From an optimization exercise on the open Yosys and OpenROAD flow, aimed at small area; shortcuts taken in it are not production practice.
Function was checked by simulation only, so behaviour that the tests miss may differ from the original.
Power and IR drop assume default switching activity.

==> design/flow/design.v <==
`timescale 1 ns / 1 ps
module  MT9V_REG
   (
   pclk,
   data_in,   
   fm_in,
   ln_in,  
   data_out, 
   fm_out,
   ln_out  
   );
	input pclk;
	input [7:0] data_in;	
	input fm_in;
	input ln_in;	
	output [7:0] data_out;	
	output fm_out;
	output ln_out;	
	reg [7:0] data;
	reg fm;
	reg ln;	
	always @(posedge pclk)
	data <= data_in;
	always @(posedge pclk)
	fm	 <= fm_in;
	always @(posedge pclk)
	ln	 <= ln_in;
	assign data_out = data;
	assign fm_out 	= fm;
	assign ln_out 	= ln;
endmodule
`timescale 1 ns / 1 ps
module MT9V_to_AXIS(
	pclk,
	rst,
    data,
    fm,
    ln,
	m_axis_video_tdata,
	m_axis_video_tlast,
	m_axis_video_tuser,
	m_axis_video_tvalid,
	av,
	hs,
	vs
	);
  localparam P1_delay = 71;
  input pclk;
  input rst;
  input [7:0]data;
  input fm;
  input ln;
  output [7:0] m_axis_video_tdata;
  output m_axis_video_tlast;
  output m_axis_video_tuser;
  output m_axis_video_tvalid;
  output av;
  output hs;
  output vs;
  reg fm_reg1;
  reg fm_reg2;
  reg ln_reg1;
  reg ln_reg2;
  reg ln_reg3;
  reg ln_reg4;
  reg [7:0] data_reg1;
  reg [7:0] data_reg2;
  reg flag;
  reg start;
  reg [P1_delay + 1:0] fm_with_P1_delay_reg;
  reg [15:0] pixcnt1;	 
  reg [15:0] pixcnt2;	 
  reg [15:0] pixcnt3;	 
  reg [15:0] pixcnt_max;
  reg [15:0] linecnt;
  reg hs_reg1;	 
  reg hs_reg2;	 
  reg vs_reg;
  always @(posedge pclk)
  data_reg1 <= data;
  always @(posedge pclk)
  data_reg2 <= data_reg1;
  always @(posedge pclk)
  if(rst)
	ln_reg1 <= 1'b0;
  else
	ln_reg1 <= ln;
  always @(posedge pclk)
  if(rst)
	ln_reg2 <= 1'b0;
  else
	ln_reg2 <= ln_reg1 & (!ln);
  always @(posedge pclk)
  if(rst)
	ln_reg3 <= 1'b0;
  else
	ln_reg3 <= (!ln_reg1) & ln;  
  always @(posedge pclk)
	  if(rst)
		ln_reg4 <= 1'b0;
	  else
	  if(ln_reg3)
		ln_reg4 <= 1'b0;
	  else
		if(ln_reg1 & (!ln))
		ln_reg4 <= 1'b1;
		else
		ln_reg4 <= ln_reg4;
  always @(posedge pclk)
	  if(rst)
		flag <= 1'b0;
	  else
	  if(ln_reg3)
		flag <= 1;
	  else
		if(!fm)
			flag <= 0;
		else
			flag <= flag;
  always @(posedge pclk)
  if(rst)
	start <= 1'b0;
  else
	start <= ln_reg3 & (!flag);
  always @(posedge pclk)
  if(rst)
	fm_reg1 <= 1'b0;
  else
	fm_reg1 <= fm;
  always @(posedge pclk)
  if(rst)
	fm_reg2 <= 1'b0;
  else
	fm_reg2 <= fm_reg1 & ln_reg1;
  always @(posedge pclk)
  if(rst)
	fm_with_P1_delay_reg <= 0;
  else
	fm_with_P1_delay_reg <= {fm,fm_with_P1_delay_reg[P1_delay + 1:1]};
  assign m_axis_video_tdata = data_reg2;
  assign m_axis_video_tlast = ln_reg4; 
  assign m_axis_video_tuser = start;
  assign m_axis_video_tvalid = fm_reg2;
  always @(posedge pclk)
	  if(rst)
		  pixcnt1 <= 0;
	  else
	  if((fm_reg2)|(!fm_with_P1_delay_reg[0]))
		  pixcnt1 <= 0;
	  else
		  pixcnt1 <= pixcnt1 + 1;
  always @(posedge pclk)
	  if(rst)
		  hs_reg1 <= 1'b0;
	  else
	  if(pixcnt1 >= 15 & pixcnt1 < 15 + 48)
		  hs_reg1 <= 1'b1;
	  else
		  hs_reg1 <= 1'b0;
  always @(posedge pclk)
	  if(rst)
		  pixcnt2 <= 0;
	  else
	  if(!fm_reg2)
		  pixcnt2 <= 0;
	  else
		  pixcnt2 <= pixcnt2 + 1;
  always @(posedge pclk)
	  if(rst)
		  pixcnt_max <= 0;
	  else
	  if(start) 
		  pixcnt_max <= 0;
	  else
		  if(pixcnt_max <= pixcnt2)
			pixcnt_max <= pixcnt2;
		  else
			pixcnt_max <= pixcnt_max;
  always @(posedge pclk)
	  if(rst)
		  pixcnt3 <= 0;
	  else
	  if(fm_with_P1_delay_reg[0])
		  pixcnt3 <= 0;
	  else
		  if(pixcnt3 == pixcnt_max + 93)
			pixcnt3 <= 0;
		  else
			pixcnt3 <= pixcnt3 + 1;
  always @(posedge pclk)
	  if(rst)
		  hs_reg2 <= 1'b0;
	  else
	  if(pixcnt3 >= pixcnt_max + 15 & pixcnt3 < pixcnt_max + 15 + 48)
		  hs_reg2 <= 1'b1;
	  else
		  hs_reg2 <= 1'b0;			
	always @(posedge pclk)
	  if(rst)
		  linecnt <= 0;
	  else
	  if(fm_with_P1_delay_reg[0]) 
		  linecnt <= 0;
	  else  
		  if(pixcnt3 == pixcnt_max + 92) 
			linecnt <= linecnt + 1;
		  else
			linecnt <= linecnt;  
  always @(posedge pclk)
	  if(rst)
		  vs_reg <= 1'b0;
	  else
	  if(linecnt == 16'h000a | linecnt == 16'h000b)
		  vs_reg <= 1'b1;
	  else
		  vs_reg <= 1'b0;			
  assign hs = hs_reg1 | hs_reg2;
  assign vs = vs_reg;
  assign av = fm_reg2;
endmodule
`timescale 1 ns / 1 ps
module mt9v_frontend (
	input        pclk,
	input        rst,
	input  [7:0] data,
	input        fm,
	input        ln,
	output [7:0] m_axis_video_tdata,
	output       m_axis_video_tlast,
	output       m_axis_video_tuser,
	output       m_axis_video_tvalid,
	output       av,
	output       hs,
	output       vs
);
  wire [7:0] data_r;
  wire       fm_r;
  wire       ln_r;
  MT9V_REG u_reg (
	.pclk(pclk),
	.data_in(data),
	.fm_in(fm),
	.ln_in(ln),
	.data_out(data_r),
	.fm_out(fm_r),
	.ln_out(ln_r)
  );
  MT9V_to_AXIS u_axis (
	.pclk(pclk),
	.rst(rst),
	.data(data_r),
	.fm(fm_r),
	.ln(ln_r),
	.m_axis_video_tdata(m_axis_video_tdata),
	.m_axis_video_tlast(m_axis_video_tlast),
	.m_axis_video_tuser(m_axis_video_tuser),
	.m_axis_video_tvalid(m_axis_video_tvalid),
	.av(av),
	.hs(hs),
	.vs(vs)
  );
endmodule
==> design/flow/run.sh <==
#!/bin/bash
# synth_recipe.tcl (not shown) runs the flow's synth.tcl, then flattens the netlist and writes it again
# the make line also repeats each setting of config.mk as NAME=value (left out here)
make -C /OpenROAD-flow-scripts/flow DESIGN_CONFIG=/design/flow/config.mk WORK_HOME=/design/flow/orfs CLKGATE_MAP_FILE= SYNTH_SCRIPT=/design/flow/synth_recipe.tcl finish
==> design/flow/config.mk <==
export PLATFORM = sky130hd
export DESIGN_NAME = mt9v_frontend
export DESIGN_NICKNAME = mt9v_frontend
export VERILOG_FILES = /design/flow/design.v
export SDC_FILE = /design/flow/constraint.sdc
export NUM_CORES = 4
export LEC_CHECK = 0
export CAP_MARGIN = 20
export CORE_MARGIN = 2
export CORE_UTILIZATION = 40
export PLACE_DENSITY = 0.6
export SLEW_MARGIN = 20
==> design/flow/constraint.sdc <==
create_clock -name core_clock -period 5.0 [get_ports {pclk}]
set_input_delay 1.0000 -clock core_clock [delete_from_list [all_inputs] [get_ports {pclk}]]
set_output_delay 1.0000 -clock core_clock [all_outputs]
set_load 0.01 [all_outputs]
==> impl_metrics.ini <==
[status]
outcome = finished clean

[global_routing]
initial_antenna_violation_count = 0
globalRouteOverflowTotal = 0
wire_length_of_the_first_global_routing_pass_um = 27800
via_count_of_the_first_global_routing_pass = 5650
grt.total_usage = 0.152
grt_start_max_net_pins = 76

[yosys]
synth_edf_count = 0
synthDistinctLibCells = 64
post_synth_instance_area_um2 = 8600
synth_ff_type = dfxtp_1
synth_top_cell_area_share = 0.437
synth.avg_cell_area_um2 = 9.13
synthesis.instances = 942
async_reset_ff_frac = 0
yosysSeqAreaShare = 0.437
ys_ff_latch = 188
synthDominantAreaCellType = dfxtp_1
synth_fp_nets = 1008
post_synth_main_area_contributors = dfxtp_1 (44%), ha_1 (7.9%), nor2b_1 (6.0%)
synth-warning-count = 2

[pwr]
areal_power_density_over_the_cells_nw_per_um2 = 315
finalPower_mw = 3.04
net-switching-power_mw = 0.753
vdd_drop_max_mv = 0.280
comb_power_share = 0.019
internal_power_contribution_mw = 2.28
power.static_leakage_nw = 3.58
share_of_total_power_in_the_clock_network = 0.480
switching_share = 0.248
seqPwrFrac = 0.501

[placed_design]
minimum_setup_slack_after_placement_ns = 1.19
cell_area_after_placement_um2 = 9000
dp.final_hpwl_um = 11300
port-buffer-count = 25
gpl.final_weighted_congestion = 0.832

[final_layout]
area.growth.synth_to_final_pct = 12.2
layout.cells.most_common_list = dfxtp_1 (188), nor2b_1 (83), nand2_1 (81)
number_of_flip_flops_under_the_largest_register_name = 72
nFillCells = 2053
antenna-diode-count = 0
post_route_cells_drive_above_1_share = 0.0472
mostFrequentLayoutCell = dfxtp_1
post-route-util = 0.458
design_area_um2 = 9650
layout.nets = 1007

[worst_setup_path]
worst_r2r_startpoint = u_axis.pixcnt_max[2]
setup.worst_path.start_class = flip-flop
critical_path_arrival_ns = 4.19
cpPeakStageDelay_ns = 0.58
path_max_fanout = 12
cp-end-kind = flip-flop
cp_data_required_time_ns = 5.35
timing_worst_setup_path_type = flip-flop to flip-flop
slowest_stage = dfxtp_1
cp.buffers_inverters = 1
regToRegSetupSlack_ns = 1.16
cp_cell_sequence = inv_1 -> ha_1 -> a21oi_1 -> nor4bb_1 -> o21ai_0 -> a21boi_1 -> nand2_1 -> xnor2_1 -> ha_1 -> a21oi_1 -> nor2b_1 -> o211ai_1 -> a31oi_1 -> a211o_1 -> a221oi_1
critical_path.reg2reg.endpoint = u_axis.hs_reg2
critical-path-top-delay-family = compound AO/OA/AOI/OAI gates
number_of_cells_traversed_by_the_worst_register_to_register_path = 15

[hold_path]
hold_path_class = flip-flop to flip-flop
hold_path_depth = 0
timing.hold.worst.start = u_axis.data_reg1[3]
whs_endpoint = u_axis.data_reg2[3]

[clocking]
cts-hold-fix-buffers = 0
post_cts.repair.setup_buffers = 0
worstSkewPairLatency_ns = 0.44
clockRootBuffer = clkbuf_16
clock_sinks = 188
max-clock-path-buffers = 2
cts_tree = yes
htree_levels = 4
ctsResizeCount = 0
cts_buffers = 17
cts.clk_slew.worst_paths_ns = 0.09

[sta]
layout_worst_path_cycle_share = 0.769
hold_viol = 0
tightestPinTransition_ns = 0.984
finalMaxSlewViolations = 0
fmaxAchievable_ghz = 0.260
fin_setup_tns_ns = 0
max-slew-margin-rel = 0.344
rsz0062_at_grt = false
period_minus_slack_ns = 3.84
postLayoutSetupSlackWorst_ns = 1.16
total_setup_violations_reported_at_the_end_of_the_flow = 0
skew_ns = 0.0190

[die]
initial_core_util = 0.408
die_height_um = 151
rows = 53
fp.dieArea_um2 = 22700
io_pins = 26
core_area_um2 = 21100
width_of_the_chip_um = 151

[route]
routedWlPerCell_um = 13.4
wirelength_um = 16400
post-route-drc-count = 0
drtPass1Iterations = 4
avg_vias_per_cell = 5.01
via_count = 6157
drt-initial-drc-count = 246
antenna_violating_nets_post_route = 0

[flow_run]
max_cap_viol_count = 0
==> worst max path at each step <==
stage                         start             end  slack, ns  cells after the start
2_1_floorplan  u_axis.pixcnt_max[2]  u_axis.hs_reg2       1.52                     17
3_5_place_dp   u_axis.pixcnt_max[2]  u_axis.hs_reg2       1.19                     15
4_1_cts        u_axis.pixcnt_max[2]  u_axis.hs_reg2       1.17                     15
6_report       u_axis.pixcnt_max[2]  u_axis.hs_reg2       1.16                     15
5_1_grt        u_axis.pixcnt_max[2]  u_axis.hs_reg2       0.73                     15
3_3_place_gp   u_axis.pixcnt_max[2]  u_axis.hs_reg2       1.27                     15
==> power groups by stage <==
stage	combinational [mW]	sequential (mW)	clock, mW
CTS	0.0601	1.52	1.50
global route	0.0658	1.52	1.56
global placement	0.0599	1.56	0
floorplan	0.0336	1.56	0
detailed placement	0.0598	1.56	0
finish	0.0591	1.52	1.46
==> per-layer routing <==
metal	vias up	part of all wire	track usage
li1	3234	-	-
met1	2832	0.52	0.218
met2	75	0.43	0.232
met3	16	0.028	0.0221
met4	0	0.015	0.0570
met5	-	0	0
==> Yosys cell counts (all sizes together), types with 6 or more instances <==
cell	instances
a21o	6
nand3	30
inv	33
or3	8
a21oi	38
dfxtp	188
buf	18
nand4	19
or4	13
and2	11
and3	17
xnor2	59
nor2	74
nor4	9
o31ai	11
nand2	81
mux2i	17
nor3	14
nand2b	7
xor2	30
nor2b	83
o21ai	25
ha	54
clkbuf	30
==> area by class of cell <==
class                   instances  area, um^2  share of cell area
clock buffers                  17         425              0.0441
clock inverters                15         228              0.0236
inverters                      33         124              0.0128
multi-input cells             673        4500               0.466
flip-flops and latches        188        3760               0.390
well taps                     275         344              0.0356
repair buffers                 28         268              0.0277
==> per-stage QoR <==
step | hold slack, ns | cells
after floorplan | 0.310 | 942
after global placement | 0.309 | 1197
after detailed placement | 0.312 | 1197
after CTS | 0.326 | 1229
after global routing | 0.331 | 1229
final | 0.321 | 1229
==> kinds of logic after synthesis <==
kind of cell,after synthesis,share of synthesized area
AND/OR/NAND/NOR,389,0.239
flip-flops,188,0.437
AO/OA/AOI/OAI,121,0.0916
XOR/XNOR,89,0.0906
buffers and inverters,81,0.0397
adder cells (fa/ha/maj),55,0.0797
multiplexers,19,0.0224

## what the ideal ports hide
The flow's constraints put no driver on any port. The routed layout listed below was extracted and timed again, unchanged, in two steps.
Step 1 sets driving cells, clkbuf_16 on the clock port and buf_2 on the other inputs (assumed; they add their load-dependent delay and slew).
Step 2 adds t to the input delays and takes it off the output delays; t is the mean of the earliest and latest rising clock arrival at the registers after step 1. Input paths then give back, and output paths get back, about the clock's delay inside the block.
a / b / c = ideal ports / drivers / drivers and shift; a / b = the first two.
t (ns): 0.472
setup slack, ns: 1.156 / 1.156 / 1.156
hold slack, ns: 0.321 / 0.321 / 0.321
latest minus earliest clock arrival (ns): 0.020 / 0.020
worst data-port slew with drivers (ns): 0.03
After both steps setup and hold are still met in this run. For this run, drivers alone change the setup slack by 0.000 ns; drivers and shift together by 0.000 ns.
